Context: an optimization exercise on an open-source flow, tuned for small area. The choices shown serve that exercise and are no tape-out recipe.
Only simulation tests tie the RTL to the original design; equivalence was not proved.

==> flow/design.v, too long to show whole: its modules and the start of the top module <==
// module cordic_amplitude_angle: 5045 lines
module cordic_amplitude_angle (
    input                clk,
    input                rst_n,
    input  signed [31:0] x,
    input  signed [31:0] y,
    input                pre_vaild,
    output signed [31:0] amplitude,
    output signed [31:0] angle,
    output reg           post_vaild
);
  // ...
==> flow/flow/run.sh <==
#!/bin/bash
# The standard layout flow (standard.sh), with the port buffers that global
# placement inserts on every input and output made of sky130_fd_sc_hd__buf_1
# cells instead of the default choice; the resizer may still upsize them.
export BUFFER_PORTS_ARGS="-buffer_cell sky130_fd_sc_hd__buf_1"
bash standard.sh > standard_flow.log 2>&1
status=$?
cp standard.sh standard_copy.sh.txt 2>/dev/null
exit $status
==> flow/standard.sh <==
#!/bin/bash
# synth_recipe.tcl (not shown) runs the flow's synth.tcl, then flattens the netlist and writes it again
# the make line also repeats each setting of config.mk as NAME=value (left out here)
make -C /OpenROAD-flow-scripts/flow DESIGN_CONFIG=/design/flow/config.mk WORK_HOME=/design/flow/orfs CLKGATE_MAP_FILE= SYNTH_SCRIPT=/design/flow/synth_recipe.tcl "${@:-finish}"
==> flow/config.mk <==
export PLATFORM = sky130hd
export DESIGN_NAME = cordic_amplitude_angle
export DESIGN_NICKNAME = cordic_amplitude_angle
export VERILOG_FILES = /design/flow/design.v
export SDC_FILE = /design/flow/constraint.sdc
export NUM_CORES = 4
export LEC_CHECK = 0
export CAP_MARGIN = 20
export CORE_MARGIN = 2
export CORE_UTILIZATION = 40
export SLEW_MARGIN = 20
==> flow/constraint.sdc <==
create_clock -name core_clock -period 7.5 [get_ports {clk}]
set_input_delay 1.5000 -clock core_clock [delete_from_list [all_inputs] [get_ports {clk}]]
set_output_delay 1.5000 -clock core_clock [all_outputs]
set_load 0.01 [all_outputs]
==> summary.txt, run 1 <==
* CP required at 6000 ps
* Via count of the first global-routing pass at 36510
* Status: no timing/DRC/antenna violations
* Global Route Usage Sum at 0.1756
* Asr flop ratio synth at 0.01566
* CP Capture Type: primary output
* Multi-input gates at 4137
* Crit Path Class: flip-flop to primary output
* Commonest cells after routing, fill and taps aside: ha_1, xnor2_1, inv_1
* Dominant cell type by area after synthesis: dfxtp_1
* Port bufs at 118
* Clock Tree Root: clkbuf_16
* Fin. max-slew vios at 0
* Clk buf depth at 3
* DR WL/cell at 15.70 um
* Crit-path cells: buf_6 -> fa_1 -> fa_1 -> inv_2 -> fa_1 -> fa_1 -> inv_2 -> ha_4 -> a21o_1 -> a21oi_2 -> o211ai_1 -> a21oi_2 -> nand3_2 -> o31a_1 -> o21ai_2 -> o211ai_1 -> o211ai_1 -> a21boi_1 -> o21a_1 -> nor2_2 -> xnor2_1 -> buf_2
* Die span in y at 359.0 um
* Pre-CTS WS at -286.2 ps
* Drt total wl at 112400 um
* Max stage delay on crit path at 530 ps
* Final nets at 6658
* CP startpoint: L_s16[11]
* RR Startpoint: Y_s13[19]
* Metal2 WL at 54570 um
* FF-to-FF End: ahi_s16[14]
* Ant diodes at 0
* Cells after Synth at 5291
* CP dominant cell by count: fa_1
* Synthesized cell area at 0.05041 sq mm
* MaxCap Viol Count at 0
==> inputs of run 2 (changes only) <==
--- a/flow/flow/run.sh
+++ b/flow/flow/run.sh
@@ -5,2 +5,4 @@
 export BUFFER_PORTS_ARGS="-buffer_cell sky130_fd_sc_hd__buf_1"
+# Remove the buffers ABC inserted and let the resizer buffer the design instead.
+export REMOVE_ABC_BUFFERS=1
 bash standard.sh > standard_flow.log 2>&1
==> run 2 against run 1 <==
  * Sequential cell count unchanged
  * Clock skew down 37 ps
  * Core utilization up 0.056 points
  * Hold slack better by 2.4 ps
  * Cell count about the same
  * Final area up 0.13%
  * Non-clock buffer count up 8
  * First-iteration DRC count up 3.9%
  * Via count down 0.67%
==> summary.txt, run 2 <==
* Status: no timing/DRC/antenna violations (unchanged)
* Fraction of layout cells with a size suffix above 1 at 0.05718 (was 0.05485)
* Number of enable-type register cells in the synthesized netlist at 0 (unchanged)
* Clk_skew at 16.73 ps (was 53.57 ps)
* CTS Buf Count at 58 (was 59)
* Final nets at 6665 (was 6658)
* Die span in y at 359.0 um (unchanged)
* Library cells used by synthesis at 85 (unchanged)
* Top FF cell, synth: dfxtp_1 (unchanged)
* DRC viols at 0 (unchanged)
* R2R setup slack at 550 ps (was 400 ps)
* CP required at 6000 ps (about the same)
* Vias at 35320 (was 35560)
* Buf/Inv on CP at 4 (unchanged)
* Filler Cell Count at 12160 (about the same)
* Final setup vio count at 0 (unchanged)
* MaxCap Viol Count at 0 (unchanged)
* Final Hold Viols at 0 (unchanged)
* Clk sinks at 511 (unchanged)
* Max stage delay on crit path at 570 ps (was 530 ps)
* Min Hold Slack at 321.5 ps (was 319.1 ps)
* Via count of the first global-routing pass at 35900 (was 36510)
* Core Region at 0.1254 sq mm (unchanged)
* Final Instance Count excl. Fillers at 7159 (was 7156)
* Slowest-stage cell, CP: fa_1 (unchanged)
* Clock Tree Root: clkbuf_16 (unchanged)
* Number of H-tree levels at 2 (unchanged)
* Worst Tran Pin Value at 999.2 ps (was 973.8 ps)
* Arr. time, crit path at 5760 ps (was 5850 ps)
* DP Cell Count at 7038 (was 7035)
* Die ar. at 0.1289 sq mm (unchanged)
* DRT Pass-1 Iters at 5 (unchanged)
* Most common cell in the netlist: ha_1 (unchanged)
* First-pass GRT wire length at 181400 um (was 186500 um)
* Asr flop ratio synth at 0.01566 (unchanged)
* Unrepaired setup endpoints after global routing: true (unchanged)
* Pre-CTS WS at -71.08 ps (was -286.2 ps)
* Ant diodes at 0 (unchanged)
* I/O pins at 132 (unchanged)
* Cells after Synth at 5291 (unchanged)
* Footprint of the multi-input gates at 0.03799 sq mm (was 0.03794 sq mm)
* Crit Path Class: flip-flop to primary output (unchanged)
* Clk buf depth at 3 (unchanged)
* Sequential Area at 0.01030 sq mm (about the same)
* Row count at 130 (unchanged)
* Crit Path Max Fanout at 4 (was 3)
* Crit-path cells: buf_4 -> fa_2 -> fa_1 -> inv_2 -> fa_1 -> fa_1 -> inv_1 -> ha_4 -> a21oi_1 -> o211ai_1 -> a21oi_2 -> nand3_4 -> o31a_1 -> o21ai_2 -> o211ai_1 -> o211ai_1 -> a21boi_1 -> o21a_1 -> nor2_2 -> xnor2_1 -> buf_2 (was buf_6 -> fa_1 -> fa_1 -> inv_2 -> fa_1 -> fa_1 -> inv_2 -> ha_4 -> a21o_1 -> a21oi_2 -> o211ai_1 -> a21oi_2 -> nand3_2 -> o31a_1 -> o21ai_2 -> o211ai_1 -> o211ai_1 -> a21boi_1 -> o21a_1 -> nor2_2 -> xnor2_1 -> buf_2)
* DR vias/cell at 4.934 (was 4.969)
* CP Capture Type: primary output (unchanged)
* Register area share after synthesis at 0.2037 (unchanged)
* Worst-path clk slew at 60 ps (was 70 ps)
* Final WS setup at 240.6 ps (was 146.3 ps)
* Initial core utilization at 0.4020 (unchanged)
* FF+latch count, synth at 511 (unchanged)
* Initial antenna violation count at 1 (unchanged)
* Final instance area at 0.05568 sq mm (was 0.05561 sq mm)
* Commonest cells after routing, fill and taps aside: ha_1, xnor2_1, inv_1 (unchanged)
* Pin count of the biggest net entering global routing at 36 (was 46)
* Hold buffers post-CTS at 0 (unchanged)
* CTS tree: yes (unchanged)
* Synth top area cells: dfxtp_1, ha_1, fa_1, xnor2_1, xor2_1 (unchanged)
* Synth top area share at 0.1997 (unchanged)
* Top Family by Delay on Critical Path: adder cells (unchanged)
* Antenna violation net count after detailed routing at 0 (unchanged)
* Crit share post-route at 0.9679 (was 0.9805)
* Slew headroom at 0.3291 (was 0.3462)
* Hold Path Class: flip-flop to flip-flop (unchanged)
* DR WL/cell at 15.30 um (was 15.70 um)
* Final Util at 0.4440 (was 0.4435)
* Fin. max-slew vios at 0 (unchanged)
* Area post-placement at 0.05312 sq mm (was 0.05307 sq mm)
* Minimum clock period at 7259 ps (was 7354 ps)
* Commonest non-fill, non-tap cell in the layout: ha_1 (unchanged)
* Die Span X at 359.0 um (unchanged)
* Setup crit start kind: flip-flop (unchanged)
* Synthesized cell area at 0.05041 sq mm (unchanged)
* Max Fclk at 137.8 MHz (was 136.0 MHz)
* Synthesized area per cell at 9.528 sq um (unchanged)
* Overflow after GRT at 0 (unchanged)
* Most frequent cells after synthesis: ha_1, xnor2_1, inv_1 (unchanged)
* Drt total wl at 109500 um (was 112400 um)
* Placer Congestion at 0.8804 (was 0.8702)
* Global Route Usage Sum at 0.1710 (was 0.1756)
* Synth-to-layout area growth at 10.45% (was 10.31%)
* Yosys warns at 1 (unchanged)
* Placed wire-length estimate at 94690 um (was 96610 um)
* Port bufs at 118 (unchanged)
* Dominant cell type by area after synthesis: dfxtp_1 (unchanged)
* Starting DRT DRC Count at 1362 (was 1311)
* Clk Latency, worst-skew pair at 660 ps (was 680 ps)
run 2: logic make-up (layout without fill, tap and decap cells):
logic type,Yosys count,after routing,share of synthesized area
buffers and inverters,650,861,0.04974
AOI/OAI and AO/OA,914,914,0.1217
xor gates and xnor gates,1140,1140,0.1980
other,2,9,0.0001490
adders and majority gates,1132,1132,0.3320
muxes,16,16,0.003425
DFF,511,511,0.2037
and+or+nand+nor,926,926,0.09121
run 2: stage by stage:
| stage | TNS, ps |
|---|---|
| 2_1_floorplan | -245000 |
| 3_3_place_gp | 0 |
| 3_5_place_dp | -146.0 |
| 4_1_cts | 0 |
| 5_1_grt | -353.3 |
| 6_report | 0 |
run 2: routing by layer:
metal  part of all wire  track usage  vias to the layer above
li1                   -            -                    18160
met1               0.46       0.2155                    16530
met2               0.49       0.3074                      470
met3              0.031      0.02033                      160
met4              0.026      0.04509                        0
met5                  0            0                        -
run 2: timing repair:
item,CTS,global route
setup buffers,8,11
pin swaps,12,29
setup endpoints to repair,9,13
gates resized for setup,39,51
run 2: area by class of cell:
class                      instances  share of cell area
sequential                       511              0.1850
inverter                         556             0.03748
timing repair buffer             202             0.02074
multi-input combinational       4137              0.6823
tap                             1650             0.03707
clock buffer                      79             0.03002
clock inverter                    24            0.007415
run 2: final timing paths:
check,from,to,cells after the start
worst max register to register,Y_s13[19],ahi_s16[14],37
min in group asynchronous,rst_n,vr[0],1
worst max-delay path,L_s16[12],amplitude[29],21
worst min register to register,e0_s1,e0_s3,0
worst min-delay path,e0_s1,e0_s3,0
max in group asynchronous,rst_n,vr[6],1
==> inputs of run 3 (changes only) <==
==> flow/run.sh (new file) <==
#!/bin/bash
# synth_recipe.tcl (not shown) runs the flow's synth.tcl, then flattens the netlist and writes it again
# the make line also repeats each setting of config.mk as NAME=value (left out here)
make -C /OpenROAD-flow-scripts/flow DESIGN_CONFIG=/design/flow/config.mk WORK_HOME=/design/flow/orfs CLKGATE_MAP_FILE= SYNTH_SCRIPT=/design/flow/synth_recipe.tcl finish
removed: flow/flow/run.sh
removed: flow/standard.sh
==> run 3 against run 2 <==
  * Synthesized area is the same
  * Via count is 0.60% higher
  * Highest routed layer unchanged
  * Count of clock-buffer cells in the layout is 4 lower
  * Synthesized cell count stayed put
  * Largest cell class unchanged
  * Hold slack got worse by 16 ps
  * Sequential cell count unchanged
  * Critical path depth up 1
==> summary.txt, run 3 <==
* Top FF cell, synth: dfxtp_1 (unchanged)
* Clk Latency, worst-skew pair at 670 ps (was 660 ps)
* I/O pins at 132 (unchanged)
* Filler Cell Count at 12050 (was 12160)
* DR vias/cell at 4.955 (was 4.934)
* Placer Congestion at 0.8676 (was 0.8804)
* Placed wire-length estimate at 96230 um (was 94690 um)
* Pin count of the biggest net entering global routing at 45 (was 36)
* Fraction of layout cells with a size suffix above 1 at 0.05941 (was 0.05718)
* Commonest non-fill, non-tap cell in the layout: ha_1 (unchanged)
* Core Region at 0.1254 sq mm (unchanged)
* Register area share after synthesis at 0.2037 (unchanged)
* Die Span X at 359.0 um (unchanged)
* Setup TNS at 0 ps (unchanged)
* Slew headroom at 0.3882 (was 0.3291)
* Most common cell in the netlist: ha_1 (unchanged)
* DRT Pass-1 Iters at 8 (was 5)
* Crit share post-route at 0.9712 (was 0.9679)
* Fin. max-slew vios at 0 (unchanged)
* Initial antenna violation count at 2 (was 1)
* FF+latch count, synth at 511 (unchanged)
* CP Capture Type: primary output (unchanged)
* Synth top area share at 0.1997 (unchanged)
* Final Hold Viols at 0 (unchanged)
* Max Fclk at 137.3 MHz (was 137.8 MHz)
* Clk buf depth at 3 (unchanged)
* Global Route Usage Sum at 0.1738 (was 0.1710)
* Clk sinks at 511 (unchanged)
* Arr. time, crit path at 5780 ps (was 5760 ps)
* Hold Path Class: flip-flop to flip-flop (unchanged)
* Starting DRT DRC Count at 1349 (was 1362)
* Overflow after GRT at 0 (unchanged)
* First-pass GRT wire length at 183800 um (was 181400 um)
* Vias at 35530 (was 35320)
* Status: no timing/DRC/antenna violations (unchanged)
* Worst Tran Pin Value at 911.1 ps (was 999.2 ps)
* DRC viols at 0 (unchanged)
* CTS tree: yes (unchanged)
* Final WS setup at 215.7 ps (was 240.6 ps)
* Port bufs at 118 (unchanged)
* Crit Path Class: flip-flop to primary output (unchanged)
* Number of H-tree levels at 2 (unchanged)
* CTS Buf Count at 58 (unchanged)
* Clock Tree Root: clkbuf_16 (unchanged)
* Clk_skew at 40.49 ps (was 16.73 ps)
* Synth-to-layout area growth at 11.82% (was 10.45%)
* CP required at 6000 ps (about the same)
* Dominant cell type by area after synthesis: dfxtp_1 (unchanged)
* Drt total wl at 111900 um (was 109500 um)
* Cells after Synth at 5291 (unchanged)
* Minimum clock period at 7284 ps (was 7259 ps)
* DR WL/cell at 15.60 um (was 15.30 um)
* Worst-path clk slew at 60 ps (about the same)
* Initial core utilization at 0.4020 (unchanged)
* Die ar. at 0.1289 sq mm (unchanged)
* Hold buffers post-CTS at 0 (unchanged)
* Crit Path Max Fanout at 4 (unchanged)
* Number of enable-type register cells in the synthesized netlist at 0 (unchanged)
* Via count of the first global-routing pass at 35810 (was 35900)
* Ant diodes at 0 (unchanged)
* Most frequent cells after synthesis: ha_1, xnor2_1, inv_1 (unchanged)
* Yosys warns at 1 (unchanged)
* Row count at 130 (unchanged)
* MaxCap Viol Count at 0 (unchanged)
* Synthesized cell area at 0.05041 sq mm (unchanged)
* Pre-CTS WS at -109.6 ps (was -71.08 ps)
* Setup crit start kind: flip-flop (unchanged)
* Unrepaired setup endpoints after global routing: true (unchanged)
* Final setup vio count at 0 (unchanged)
* Die span in y at 359.0 um (unchanged)
* Antenna violation net count after detailed routing at 0 (unchanged)
* Library cells used by synthesis at 85 (unchanged)
* Synthesized area per cell at 9.528 sq um (unchanged)
* Synth top area cells: dfxtp_1, ha_1, fa_1, xnor2_1, xor2_1 (unchanged)
* Final nets at 6677 (was 6665)
* Commonest cells after routing, fill and taps aside: ha_1, xnor2_1, inv_1 (unchanged)
* Asr flop ratio synth at 0.01566 (unchanged)
run 3: cell counts after synthesis:
No cell type changed its count.
run 3: area by class of cell:
type | instances | area [sq um] | share of cell area
Clock inverter | 28 | 341.6 | 0.006059
Tap cell | 1650 | 2064 | 0.03662
Clock buffer | 75 | 1658 | 0.02941
Multi-Input combinational cell | 4137 | 38010 | 0.6742
Sequential cell | 511 | 10300 | 0.1826
Timing Repair Buffer | 214 | 1916 | 0.03398
Inverter | 556 | 2090 | 0.03707
run 3: metal layers:
layer  global-route usage  up-vias  part of all wire
met5                    0        -                 0
met2               0.3062      481              0.48
li1                     -    18190                 -
met4              0.04931        0             0.027
met1               0.2239    16700              0.46
met3              0.01889      159             0.029
run 3: through the flow:
step                      hold WS [ps]  std cells  cell area, sq um    util
after global placement           310.0       7052             53940  0.4301
after global routing             304.4       7171             56370  0.4495
final                            305.3       7171             56370  0.4495
after detailed placement         312.1       7052             53940  0.4301
after CTS                        303.6       7162             56120  0.4475
after floorplan                  309.6       5298             50450       -
run 3: logic make-up after synthesis:
logic type,count (synthesis),share of synthesized area
buffers and inverters,650,0.04974
other,2,0.0001490
xor gates and xnor gates,1140,0.1980
AOI/OAI and AO/OA,914,0.1217
adders and majority gates,1132,0.3320
DFF,511,0.2037
and+or+nand+nor,926,0.09121
muxes,16,0.003425
run 3: worst max-delay path, cell delays in order (launching register included):
cell,delay (ps)
dfxtp_4,380
inv_2,70
fa_2,520
inv_1,50
fa_1,520
fa_2,450
fa_1,510
inv_1,60
ha_4,220
nand4_1,90
a31oi_1,70
a211oi_2,280
nand2b_4,180
nand3_4,80
o31a_1,290
o21ai_2,150
o211ai_1,160
o211ai_1,290
a21boi_1,130
o21a_1,230
nor2_2,150
xnor2_2,120
buf_2,150
run 3: what timing repair did:
action                                  CTS  global route
endpoints found under the setup margin   16            15
buffers inserted                          7             9
resized for setup                        52            45
pin swaps                                 7            29
run 3: path summary, 6_finish.rpt:
check,start,endpoint,slack (ps),cells after the start
min in group asynchronous,rst_n,vr[5],1090,1
min reg2reg,e3_s5,e3_s7,310,0
max in group asynchronous,rst_n,vr[6],6170,1
max,L_s16[10],amplitude[29],220,22
min,e3_s5,e3_s7,310,0
max reg2reg,X_s11[13],Y_s13[19],550,26
==> inputs of run 4 (changes only) <==
==> flow/flow/run.sh (new file) <==
#!/bin/bash
# The standard layout flow (standard.sh) with one change: the buffers that
# global placement puts on every input and output port are
# sky130_fd_sc_hd__buf_1 cells instead of the default choice (the resizer may
# still upsize them). standard.sh's own output goes to standard_flow.log; each
# ORFS step keeps its full log under orfs/logs/.
export BUFFER_PORTS_ARGS="-buffer_cell sky130_fd_sc_hd__buf_1"
bash standard.sh > standard_flow.log 2>&1
==> flow/standard.sh (new file) <==
#!/bin/bash
# synth_recipe.tcl (not shown) runs the flow's synth.tcl, then flattens the netlist and writes it again
# the make line also repeats each setting of config.mk as NAME=value (left out here)
make -C /OpenROAD-flow-scripts/flow DESIGN_CONFIG=/design/flow/config.mk WORK_HOME=/design/flow/orfs CLKGATE_MAP_FILE= SYNTH_SCRIPT=/design/flow/synth_recipe.tcl "${@:-finish}"
removed: flow/run.sh
==> run 4 against run 3 <==
  * First-iteration DRC count down 2.8%
  * Register-to-register slack got worse by 150 ps
  * Synthesized area unchanged
  * Via count is essentially flat
  * Worst setup slack lost 69 ps
  * Still clean on timing, DRC and antenna
  * Hold slack better by 14 ps
  * Die area stayed put
  * Wire length is 0.43% higher
==> summary.txt, run 4 <==
* Status: no timing/DRC/antenna violations (unchanged)
* Pre-CTS WS at -286.2 ps (was -109.6 ps)
* Worst-path clk slew at 70 ps (was 60 ps)
* Synth Area in Compound Gates at 0.1217 (unchanged)
* Global Route Usage Sum at 0.1756 (was 0.1738)
* Final Hold Viols at 0 (unchanged)
* I/O pins at 132 (unchanged)
* Synth-to-layout area growth at 10.31% (was 11.82%)
* Cells after Synth at 5291 (unchanged)
* Commonest non-fill, non-tap cell in the layout: ha_1 (unchanged)
* Clk_skew at 53.57 ps (was 40.49 ps)
* Mux contribution to synthesized area at 0.003425 (unchanged)
* Vias at 35560 (was 35530)
* Slowest-stage cell, CP: fa_1 (was fa_2)
* Hold buffers post-CTS at 0 (unchanged)
* Synthesized cell area at 0.05041 sq mm (unchanged)
* DP Cell Count at 7035 (was 7052)
* DR vias/cell at 4.969 (was 4.955)
* CP startpoint: L_s16[11] (was L_s16[10])
* Number of H-tree levels at 2 (unchanged)
* Fin. max-slew vios at 0 (unchanged)
* Dominant cell type by area after synthesis: dfxtp_1 (unchanged)
* Library cells used by synthesis at 85 (unchanged)
* Placer Congestion at 0.8702 (was 0.8676)
* Synth top area share at 0.1997 (unchanged)
* Crit-path cells: buf_6 -> fa_1 -> fa_1 -> inv_2 -> fa_1 -> fa_1 -> inv_2 -> ha_4 -> a21o_1 -> a21oi_2 -> o211ai_1 -> a21oi_2 -> nand3_2 -> o31a_1 -> o21ai_2 -> o211ai_1 -> o211ai_1 -> a21boi_1 -> o21a_1 -> nor2_2 -> xnor2_1 -> buf_2 (was inv_2 -> fa_2 -> inv_1 -> fa_1 -> fa_2 -> fa_1 -> inv_1 -> ha_4 -> nand4_1 -> a31oi_1 -> a211oi_2 -> nand2b_4 -> nand3_4 -> o31a_1 -> o21ai_2 -> o211ai_1 -> o211ai_1 -> a21boi_1 -> o21a_1 -> nor2_2 -> xnor2_2 -> buf_2)
* Crit Path Class: flip-flop to primary output (unchanged)
* Setup crit start kind: flip-flop (unchanged)
* Final Instance Count excl. Fillers at 7156 (was 7171)
* Final WS setup at 146.3 ps (was 215.7 ps)
* Initial antenna violation count at 1 (was 2)
* MaxCap Viol Count at 0 (unchanged)
* Setup TNS at 0 ps (unchanged)
* Drt total wl at 112400 um (was 111900 um)
* Minimum clock period at 7354 ps (was 7284 ps)
* CTS Buf Count at 59 (was 58)
* CTS tree: yes (unchanged)
* Antenna violation net count after detailed routing at 0 (unchanged)
* Fraction of layout cells with a size suffix above 1 at 0.05485 (was 0.05941)
* Synthesized area per cell at 9.528 sq um (unchanged)
* Die Span X at 359.0 um (unchanged)
* Adder-cell share of the synthesized area at 0.3320 (unchanged)
* Post-synthesis simple-gate area fraction at 0.09121 (unchanged)
* Yosys warns at 1 (unchanged)
* Xor and xnor fraction of the mapped netlist area at 0.1980 (unchanged)
* Placed wire-length estimate at 96610 um (was 96230 um)
* Initial core utilization at 0.4020 (unchanged)
* CP dominant cell by count: fa_1
* Most common cell in the netlist: ha_1 (unchanged)
* Final setup vio count at 0 (unchanged)
* Hold wc startpoint: e5_s9 (was e3_s5)
* Final nets at 6658 (was 6677)
* Most frequent cells after synthesis: ha_1, xnor2_1, inv_1 (unchanged)
* Overflow after GRT at 0 (unchanged)
* FF+latch count, synth at 511 (unchanged)
* Clk Latency, worst-skew pair at 680 ps (was 670 ps)
* Crit share post-route at 0.9805 (was 0.9712)
* Max Fclk at 136.0 MHz (was 137.3 MHz)
* Arr. time, crit path at 5850 ps (was 5780 ps)
* First-pass GRT wire length at 186500 um (was 183800 um)
* Ant diodes at 0 (unchanged)
* Starting DRT DRC Count at 1311 (was 1349)
* DR WL/cell at 15.70 um (was 15.60 um)
* Core Region at 0.1254 sq mm (unchanged)
* Number of enable-type register cells in the synthesized netlist at 0 (unchanged)
* Worst Tran Pin Value at 973.8 ps (was 911.1 ps)
* CP Capture Type: primary output (unchanged)
* Asr flop ratio synth at 0.01566 (unchanged)
* Register area share after synthesis at 0.2037 (unchanged)
* Synth top area cells: dfxtp_1, ha_1, fa_1, xnor2_1, xor2_1 (unchanged)
* Row count at 130 (unchanged)
* Unrepaired setup endpoints after global routing: true (unchanged)
* CP required at 6000 ps (about the same)
* Crit Path Max Fanout at 3 (was 4)
* DRC viols at 0 (unchanged)
* Max stage delay on crit path at 530 ps (was 520 ps)
* Via count of the first global-routing pass at 36510 (was 35810)
* Clock Tree Root: clkbuf_16 (unchanged)
* Clk buf depth at 3 (unchanged)
* Die span in y at 359.0 um (unchanged)
* Commonest cells after routing, fill and taps aside: ha_1, xnor2_1, inv_1 (unchanged)
* Clk sinks at 511 (unchanged)
* DRT Pass-1 Iters at 5 (was 8)
* RR Startpoint: Y_s13[19] (was X_s11[13])
* Die ar. at 0.1289 sq mm (unchanged)
* Pin count of the biggest net entering global routing at 46 (was 45)
* Largest family of logic cells by synthesized area: adder cells (unchanged)
* Port bufs at 118 (unchanged)
* Hold Path Class: flip-flop to flip-flop (unchanged)
* Slew headroom at 0.3462 (was 0.3882)
* Top FF cell, synth: dfxtp_1 (unchanged)
-- run 4: cell counts after synthesis --
No cell type changed its count.
-- run 4: cells by family after synthesis --
logic type / Yosys count
other: 2
XOR/XNOR: 1140
multiplexers: 16
flip-flops: 511
buffers and inverters: 650
AND/OR/NAND/NOR: 926
adder cells (fa/ha/maj): 1132
AO/OA/AOI/OAI: 914
-- run 4: stage by stage --
| stage | cell area (sq um) | hold slack, ps | util |
|---|---|---|---|
| 2_1_floorplan | 50450 | 309.6 | - |
| 3_3_place_gp | 53070 | 310.2 | 0.4232 |
| 3_5_place_dp | 53070 | 312.1 | 0.4232 |
| 4_1_cts | 55360 | 314.1 | 0.4415 |
| 5_1_grt | 55610 | 328.1 | 0.4435 |
| 6_report | 55610 | 319.1 | 0.4435 |
-- run 4: per-layer routing --
metal / track usage / part of all wire / vias to the layer above
li1: - / - / 18150
met1: 0.2238 / 0.46 / 16820
met2: 0.3133 / 0.49 / 441
met3: 0.02133 / 0.028 / 151
met4: 0.04418 / 0.026 / 0
met5: 0 / 0 / -
-- run 4: what timing repair did --
action                     4_1_cts  5_1_grt
setup endpoints to repair       10       15
pin swaps                       11       29
setup buffers                    3       10
gates resized for setup         28       45
-- run 4: area by class of cell --
class	count	area [sq um]
fillers	12160	69790
multi-input cells	4137	37940
flip-flops and latches	511	10300
inverters	556	2087
well taps	1650	2064
clock buffers	74	1613
repair buffers	194	1064
clock inverters	34	548.0
-- run 4: worst paths after layout --
check	end	slack, ps	cells after the start
max	amplitude[29]	150	22
min	e5_s11	320	0
max reg2reg	ahi_s16[14]	400	39
min reg2reg	e5_s11	320	0
max in group asynchronous	vr[5]	6510	1
min in group asynchronous	vr[1]	710	1
-- run 4: critical path: cells and delay by family (launching register included) --
family / cells / cell delay, ps
AOI/OAI and AO/OA: 10 / 1860
and+or+nand+nor: 2 / 240
adders and majority gates: 5 / 2190
xor gates and xnor gates: 1 / 150
buffers and inverters: 4 / 380
DFF: 1 / 360
==> inputs of run 5 (changes only) <==
--- a/flow/config.mk
+++ b/flow/config.mk
@@ -10,2 +10,4 @@
 export CORE_UTILIZATION = 40
+export CTS_CLUSTER_DIAMETER = 70
+export CTS_CLUSTER_SIZE = 25
 export SLEW_MARGIN = 20
==> run 5 against run 4 <==
  * Still clean on timing, DRC and antenna
  * Via count decreased by 0.27%
  * Register-to-register slack better by 30 ps
  * Hold slack better by 6.4 ps
==> summary.txt, run 5 <==
* Asr flop ratio synth at 0.01566 (unchanged)
* Fraction of layout cells with a size suffix above 1 at 0.05269 (was 0.05485)
* Overflow after GRT at 0 (unchanged)
* Die ar. at 0.1289 sq mm (unchanged)
* Drt total wl at 111700 um (was 112400 um)
* Crit Path Max Fanout at 3 (unchanged)
* Crit Path Class: flip-flop to primary output (unchanged)
* Global Route Usage Sum at 0.1745 (was 0.1756)
* Synthesized cell area at 0.05041 sq mm (unchanged)
* CP Capture Type: primary output (unchanged)
* DRT Pass-1 Iters at 5 (unchanged)
* Port bufs at 118 (unchanged)
* MaxCap Viol Count at 0 (unchanged)
* CTS Buf Count at 47 (was 59)
* Worst-path clk slew at 90 ps (was 70 ps)
* Die span in y at 359.0 um (unchanged)
* Pin count of the biggest net entering global routing at 46 (unchanged)
* Vias at 35460 (was 35560)
* Final Instance Count excl. Fillers at 7136 (was 7156)
* Worst Tran Pin Value at 984.1 ps (was 973.8 ps)
* CP dominant cell by count: fa_1 (unchanged)
* Starting DRT DRC Count at 1305 (was 1311)
* Fin. max-slew vios at 0 (unchanged)
* Clk sinks at 511 (unchanged)
* Number of H-tree levels at 2 (unchanged)
* Setup crit start kind: flip-flop (unchanged)
* Clk Latency, worst-skew pair at 670 ps (was 680 ps)
* Slew headroom at 0.3393 (was 0.3462)
* Final Util at 0.4405 (was 0.4435)
* FF+latch count, synth at 511 (unchanged)
* Yosys warns at 1 (unchanged)
* DR vias/cell at 4.970 (was 4.969)
* Clock Tree Root: clkbuf_16 (unchanged)
* CTS tree: yes (unchanged)
* Synth-to-layout area growth at 9.565% (was 10.31%)
* CP required at 6000 ps (about the same)
* Synthesized area per cell at 9.528 sq um (unchanged)
* Most common cell in the netlist: ha_1 (unchanged)
* Unrepaired setup endpoints after global routing: true (unchanged)
* Via count of the first global-routing pass at 36380 (was 36510)
* Synth top area cells: dfxtp_1, ha_1, fa_1, xnor2_1, xor2_1 (unchanged)
* I/O pins at 132 (unchanged)
* Final setup vio count at 0 (unchanged)
* Crit-path cells: buf_6 -> fa_1 -> fa_1 -> inv_2 -> fa_1 -> fa_1 -> inv_2 -> ha_4 -> a21o_1 -> a21oi_2 -> o211ai_1 -> a21oi_2 -> nand3_4 -> o31a_1 -> o21ai_2 -> o211ai_1 -> o211ai_1 -> a21boi_1 -> o21a_1 -> nor2_2 -> xnor2_1 -> buf_2 (was buf_6 -> fa_1 -> fa_1 -> inv_2 -> fa_1 -> fa_1 -> inv_2 -> ha_4 -> a21o_1 -> a21oi_2 -> o211ai_1 -> a21oi_2 -> nand3_2 -> o31a_1 -> o21ai_2 -> o211ai_1 -> o211ai_1 -> a21boi_1 -> o21a_1 -> nor2_2 -> xnor2_1 -> buf_2)
* Top FF cell, synth: dfxtp_1 (unchanged)
* Most frequent cells after synthesis: ha_1, xnor2_1, inv_1 (unchanged)
* Antenna violation net count after detailed routing at 0 (unchanged)
* Initial antenna violation count at 1 (unchanged)
* Library cells used by synthesis at 85 (unchanged)
* Slowest-stage cell, CP: fa_1 (unchanged)
* Max stage delay on crit path at 530 ps (about the same)
* Initial core utilization at 0.4020 (unchanged)
* Clk buf depth at 3 (unchanged)
* Final WS setup at 138.6 ps (was 146.3 ps)
* Commonest non-fill, non-tap cell in the layout: ha_1 (unchanged)
* Placed wire-length estimate at 96610 um (unchanged)
* Register area share after synthesis at 0.2037 (unchanged)
* Commonest cells after routing, fill and taps aside: ha_1, xnor2_1, inv_1 (unchanged)
* Final Hold Viols at 0 (unchanged)
* DR WL/cell at 15.65 um (was 15.70 um)
* Arr. time, crit path at 5860 ps (was 5850 ps)
* Crit share post-route at 0.9815 (was 0.9805)
* Core Region at 0.1254 sq mm (unchanged)
* Status: no timing/DRC/antenna violations (unchanged)
* Row count at 130 (unchanged)
* Number of enable-type register cells in the synthesized netlist at 0 (unchanged)
* Clk_skew at 60.82 ps (was 53.57 ps)
* Placer Congestion at 0.8702 (unchanged)
* DRC viols at 0 (unchanged)
* Final nets at 6646 (was 6658)
* Cells after Synth at 5291 (unchanged)
* Hold Path Class: flip-flop to flip-flop (unchanged)
* First-pass GRT wire length at 185500 um (was 186500 um)
* Minimum clock period at 7361 ps (was 7354 ps)
* Synth top area share at 0.1997 (unchanged)
* Die Span X at 359.0 um (unchanged)
* DP Cell Count at 7035 (unchanged)
* Max Fclk at 135.8 MHz (was 136.0 MHz)
* Pre-CTS WS at -286.2 ps (unchanged)
* Dominant cell type by area after synthesis: dfxtp_1 (unchanged)
run 5: worst max-delay path: cells and delay by family, from the launching register on:
kind | cells | cell delay (ps)
buffers and inverters | 4 | 380
AND/OR/NAND/NOR | 2 | 220
AO/OA/AOI/OAI | 10 | 1900
XOR/XNOR | 1 | 150
flip-flops | 1 | 360
adder cells (fa/ha/maj) | 5 | 2190
run 5: cells by family (layout without fill, tap and decap cells):
group                    count (synthesis)  count (layout)  synth area share
adder cells (fa/ha/maj)               1132            1132            0.3320
XOR/XNOR                              1140            1140            0.1980
buffers and inverters                  650             837           0.04974
AO/OA/AOI/OAI                          914             914            0.1217
multiplexers                            16              16          0.003425
AND/OR/NAND/NOR                        926             926           0.09121
flip-flops                             511             511            0.2037
other                                    2              10         0.0001490
run 5: layer usage:
layer  global-route usage  wire, um  vias to the layer above
met4              0.04377      2620                        0
li1                     -         -                    18130
met3              0.01720      2936                      132
met1               0.2227     51480                    16780
met2               0.3141     54630                      422
met5                    0         0                        -
run 5: final cells by class:
| class | instances | area (sq um) |
|---|---|---|
| clock inverter | 39 | 591.8 |
| multi-input combinational | 4137 | 37950 |
| fill | 12220 | 70170 |
| inverter | 556 | 2087 |
| clock buffer | 48 | 1180 |
| sequential | 511 | 10300 |
| timing repair buffer | 194 | 1057 |
| tap | 1650 | 2064 |
| antenna | 1 | 2.502 |
run 5: through the flow:
| stage | TNS [ps] | hold slack [ps] | cell area (sq um) |
|---|---|---|---|
| 2_1_floorplan | 0 | 309.6 | 50450 |
| 3_3_place_gp | -444.8 | 310.2 | 53070 |
| 3_5_place_dp | -842.7 | 312.1 | 53070 |
| 4_1_cts | -13.83 | 331.5 | 54950 |
| 5_1_grt | -222.5 | 327.8 | 55230 |
| 6_report | 0 | 325.5 | 55240 |
run 5: timing repair:
action                                  4_1_cts  5_1_grt
pin swaps                                     9       28
resized for setup                            23       52
hold buffers                                  0        0
buffers inserted                              3       10
endpoints found under the setup margin       10       17
run 5: worst paths after layout:
check                          start       endpoint  slack, ps  depth (start not counted)
max                        L_s16[11]  amplitude[29]        140                         22
min                            e6_s9         e6_s11        330                          0
max reg2reg                Y_s13[19]    ahi_s16[14]        430                         38
min reg2reg                    e6_s9         e6_s11        330                          0
max in group asynchronous      rst_n          vr[6]       6510                          1
min in group asynchronous      rst_n          vr[1]        710                          1

==> separate check: timing with driven ports <==
No port has a modelled driver above. Below, the same layouts with a new extraction and two added sets of constraints. Step 1 sets driving cells, clkbuf_16 on the clock port and buf_2 on the other inputs (assumed; they add their load-dependent delay and slew). Step 2 moves the port delays by t, midway between the first and last clock arrival at a register: inputs arrive t later, outputs are due t later. That takes back most of the time a late clock gives input paths. Three values: ideal, step 1, step 2; two values: the first two.
run | shift t [ns] | setup slack, ns | hold WS [ns] | worst register clock-pin slew, ns | pins driven straight from the clock port
run 1 | 0.724 | 0.146 / 0.080 / 0.402 | 0.319 / 0.319 / 0.319 | 0.07 / 0.07 | 1
run 2 | 0.722 | 0.241 / 0.175 / 0.546 | 0.321 / 0.321 / 0.321 | 0.06 / 0.06 | 1
run 3 | 0.722 | 0.216 / 0.144 / 0.545 | 0.305 / 0.305 / 0.305 | 0.06 / 0.06 | 1
run 4 | 0.724 | 0.146 / 0.080 / 0.402 | 0.319 / 0.319 / 0.319 | 0.07 / 0.07 | 1
run 5 | 0.709 | 0.139 / 0.068 / 0.429 | 0.325 / 0.325 / 0.325 | 0.09 / 0.09 | 1
After both steps setup and hold are still met in every run listed.
